This design comes from an exercise in tuning for small area on the open sky130 flow, not from production work. Function was checked by simulation only, so behaviour that the tests miss may differ from the original.

run 1:
// DigitalLock
module DigitalLock #(
	parameter PASSWORD_LENGTH = 5,
	parameter NUM_DISPLAYS = 6,
	parameter MAX_IDLE = 1000
)(
	input clock,
	input reset,
	input [3:0] key,
	output LED_locked,
	output LED_error,
	output LED_ep,
	output LED_cp,
	output LED_unlocked,
	output LED_reset,
	output [(7*NUM_DISPLAYS)-1:0] seven_seg
);
Size: about 370 cells after synthesis, ~57 flip-flops, about 54 I/O pins.
Settings: LEC_CHECK=0, ABC_AREA=1, CAP_MARGIN=20, CORE_MARGIN=2, CORE_UTILIZATION=40, SLEW_MARGIN=20; clock period 12.0 ns.
standard.sh (not shown) runs the stock make flow with config.mk's settings and CLKGATE_MAP_FILE= SYNTH_SCRIPT=/design/flow/synth_recipe.tcl, a recipe that flattens the netlist after the stock synthesis.
==> flow/flow/run.sh <==
#!/bin/bash
# Own flow: the standard layout (standard.sh) with these changes passed to ORFS's make:
#  - ADDER_MAP_FILE empty: no half/full-adder extraction in synthesis (the design has no
#    adders; extraction only turned decoder gates into half-adder cells);
#  - an area-oriented ABC script (flow/abc_area.script) in a copy of ORFS's scripts folder;
#  - port buffers are buf_1 cells;
#  - a clock tree of small clock buffers without dummy loads.
# Everything else, registers included, is the standard flow. make's full output goes to
# run_make.log here, and ORFS keeps each step's log under orfs/logs/.
set -euo pipefail
cd "$(dirname "$0")/.."
rm -rf scripts_own
cp -r "$FLOW_HOME/scripts" scripts_own
cp flow/abc_area.script scripts_own/abc_area.script
bash standard.sh \
  SCRIPTS_DIR="$PWD/scripts_own" \
  ADDER_MAP_FILE= \
  "BUFFER_PORTS_ARGS=-buffer_cell sky130_fd_sc_hd__buf_1" \
  "CTS_ARGS=-sink_clustering_enable -repair_clock_nets -dont_use_dummy_load -root_buf sky130_fd_sc_hd__clkbuf_4 -buf_list sky130_fd_sc_hd__clkbuf_4 -sink_clustering_size 20 -sink_clustering_max_diameter 100" \
  finish > run_make.log 2>&1
==> flow/flow/abc_area.script <==
strash
dch
amap
strash
dch
amap
topo
Run 1 was carried through to the last stage, and its layout satisfied the timing, design-rule and antenna checks.
Edits applied to the flow inputs when going from run 1 to run 2:
==> flow/flow/run.sh <==
#!/bin/bash
# Own flow: the standard layout (standard.sh) with three changes passed to ORFS's make:
#  - ADDER_MAP_FILE empty: no half/full-adder extraction in synthesis (the design has no
#    adders; extraction only turned decoder gates into half-adder cells);
#  - port buffers are buf_1 cells;
#  - clock tree of small clock buffers without dummy loads.
# Registers and synthesis are otherwise the standard ones.
set -euo pipefail
cd "$(dirname "$0")/.."
bash standard.sh \
  ADDER_MAP_FILE= \
  "BUFFER_PORTS_ARGS=-buffer_cell sky130_fd_sc_hd__buf_1" \
  finish > run_make.log 2>&1
removed: flow/flow/abc_area.script
## What came out
- Run 1 → run 2: clock period minus worst slack fell by 0.55 ns; HPWL after detailed placement went up 15%; first-iteration DRC count lower; placeable core region rose by about 16%.
- For run 1, the cell type taking the most area was sequential cells, unlike run 2, where it was multi-input gates.
- Wire: run 2 routes more than run 1
- Relative to run 1, the worst-case register-to-register setup slack of run 2 is higher by 0.92 ns.
- Run 2: number of cells on the critical path 1 above run 1
- Count of multi-input gates: run 2 > run 1
Changes in run 3 relative to run 2:
# run 2
export LEC_CHECK = 0
export ABC_AREA = 1
export CAP_MARGIN = 20
export CORE_MARGIN = 2
export CORE_UTILIZATION = 40
export SLEW_MARGIN = 20
create_clock -name core_clock -period 12.0 [get_ports {clock}]
# run 3
export LEC_CHECK = 0
export CAP_MARGIN = 20
export CORE_MARGIN = 2
export CORE_UTILIZATION = 40
export SLEW_MARGIN = 20
create_clock -name core_clock -period 12.0 [get_ports {clock}]
==> flow/run.sh (new file) <==
#!/bin/bash
# synth_recipe.tcl (not shown) runs the flow's synth.tcl, then flattens the netlist and writes it again
# the make line also repeats each setting of config.mk as NAME=value (left out here)
make -C /OpenROAD-flow-scripts/flow DESIGN_CONFIG=/design/flow/config.mk WORK_HOME=/design/flow/orfs CLKGATE_MAP_FILE= SYNTH_SCRIPT=/design/flow/synth_recipe.tcl finish
removed: flow/flow/run.sh
removed: flow/standard.sh
Results
Run 3 went all the way through synthesis, placement and routing and the layout is clean on timing, DRC and antenna. Clock buffer and inverter area fraction after layout was lower in run 3 than in run 2. Compared with run 2, in run 3 via total after detailed routing shrank by 10; relative area change from synthesis to final layout grew by 7.3 points; global-route wire length before repair grew by 11%.
Modified inputs, run 4 compared to run 3
# run 3
export LEC_CHECK = 0
export CAP_MARGIN = 20
export CORE_MARGIN = 2
export CORE_UTILIZATION = 40
export SLEW_MARGIN = 20
create_clock -name core_clock -period 12.0 [get_ports {clock}]
# run 4
export LEC_CHECK = 0
export ABC_AREA = 1
export CAP_MARGIN = 20
export CORE_MARGIN = 2
export CORE_UTILIZATION = 40
export SLEW_MARGIN = 20
create_clock -name core_clock -period 12.0 [get_ports {clock}]
==> flow/flow/run.sh (new file) <==
#!/bin/bash
# Own flow: the standard layout (standard.sh) with these changes passed to ORFS's make:
#  - ADDER_MAP_FILE empty: no half/full-adder extraction in synthesis (the design has no
#    adders; extraction only turned decoder gates into half-adder cells);
#  - an area-oriented ABC script (flow/abc_area.script) in a copy of ORFS's scripts folder;
#  - port buffers are buf_1 cells;
#  - a clock tree of small clock buffers without dummy loads.
# Everything else, registers included, is the standard flow.
set -euo pipefail
cd "$(dirname "$0")/.."
rm -rf scripts_own
cp -r "$FLOW_HOME/scripts" scripts_own
cp flow/abc_area.script scripts_own/abc_area.script
bash standard.sh \
  SCRIPTS_DIR="$PWD/scripts_own" \
  ADDER_MAP_FILE= \
  "BUFFER_PORTS_ARGS=-buffer_cell sky130_fd_sc_hd__buf_1" \
  "CTS_ARGS=-sink_clustering_enable -repair_clock_nets -dont_use_dummy_load -root_buf sky130_fd_sc_hd__clkbuf_4 -buf_list sky130_fd_sc_hd__clkbuf_4 -sink_clustering_size 30" \
  finish > run_make.log 2>&1
==> flow/flow/abc_area.script (new file) <==
strash
dch
amap
strash
dch
amap
topo
==> flow/standard.sh (new file) <==
#!/bin/bash
# synth_recipe.tcl (not shown) runs the flow's synth.tcl, then flattens the netlist and writes it again
# the make line also repeats each setting of config.mk as NAME=value (left out here)
make -C /OpenROAD-flow-scripts/flow DESIGN_CONFIG=/design/flow/config.mk WORK_HOME=/design/flow/orfs CLKGATE_MAP_FILE= SYNTH_SCRIPT=/design/flow/synth_recipe.tcl "${@:-finish}"
removed: flow/run.sh
Arithmetic-cell share of the synthesized area counting full adders, half adders and majority gates ends up lower on run 4.
Summary — cell count of the worst reg-to-reg path, run 4 relative to run 3: higher, by 2.
Compared with run 3, run 4 shows a higher sequential share of power.
Total via count in the routed design: run 4 better than run 3
[run 4] compound-gate portion of the synthesized area rose 12 points relative to run 3
Taking run 4 as 1.0, run 3 lands at 1.10 on non-clock buffer instance count of the final layout.
Sort run 3 and run 4 by arrival time of the worst setup path desc -> top: run 3
Summary of the comparison: area growth from synthesis to layout is lower in run 4, relative to run 3.
Wire length on met1 for run 4: about 25% down relative to run 3
Between run 3 and run 4, the transition time of the tightest slew-check pin is higher for run 4.

## port drivers added, routing unchanged
In the flow no input, the clock included, has a driving cell. The finished layouts below were timed again as built, in two steps.
Step 1 (the two cells are an assumption about what drives the block):
set clk [get_ports {clock}]
set_driving_cell -lib_cell sky130_fd_sc_hd__clkbuf_16 $clk
set_driving_cell -lib_cell sky130_fd_sc_hd__buf_2 [delete_from_list [all_inputs] $clk]
Step 2 adds t to the input delays and takes it off the output delays; t is the mean of the earliest and latest rising clock arrival at the registers after step 1. Input paths then give back, and output paths get back, about the clock's delay inside the block.
Three values: no drivers, after step 1, after step 2; two values: the first two.
| run | t (ns) | setup WS [ns] | worst hold slack (ns) | latest minus earliest clock arrival (ns) |
|---|---|---|---|---|
| run 1 | 0.407 | 5.033 / 5.010 / 5.010 | 0.405 / 0.405 / 0.405 | 0.038 / 0.039 |
| run 2 | 0.355 | 5.580 / 5.558 / 5.558 | 0.439 / 0.439 / 0.439 | 0.009 / 0.009 |
| run 3 | 0.350 | 3.559 / 3.535 / 3.535 | 0.451 / 0.451 / 0.451 | 0.008 / 0.008 |
| run 4 | 0.407 | 5.033 / 5.010 / 5.010 | 0.405 / 0.405 / 0.405 | 0.038 / 0.039 |
After both steps setup and hold are still met in every run listed. For run 3, which loses most, drivers alone change the setup slack by -0.024 ns; drivers and shift together by -0.024 ns.
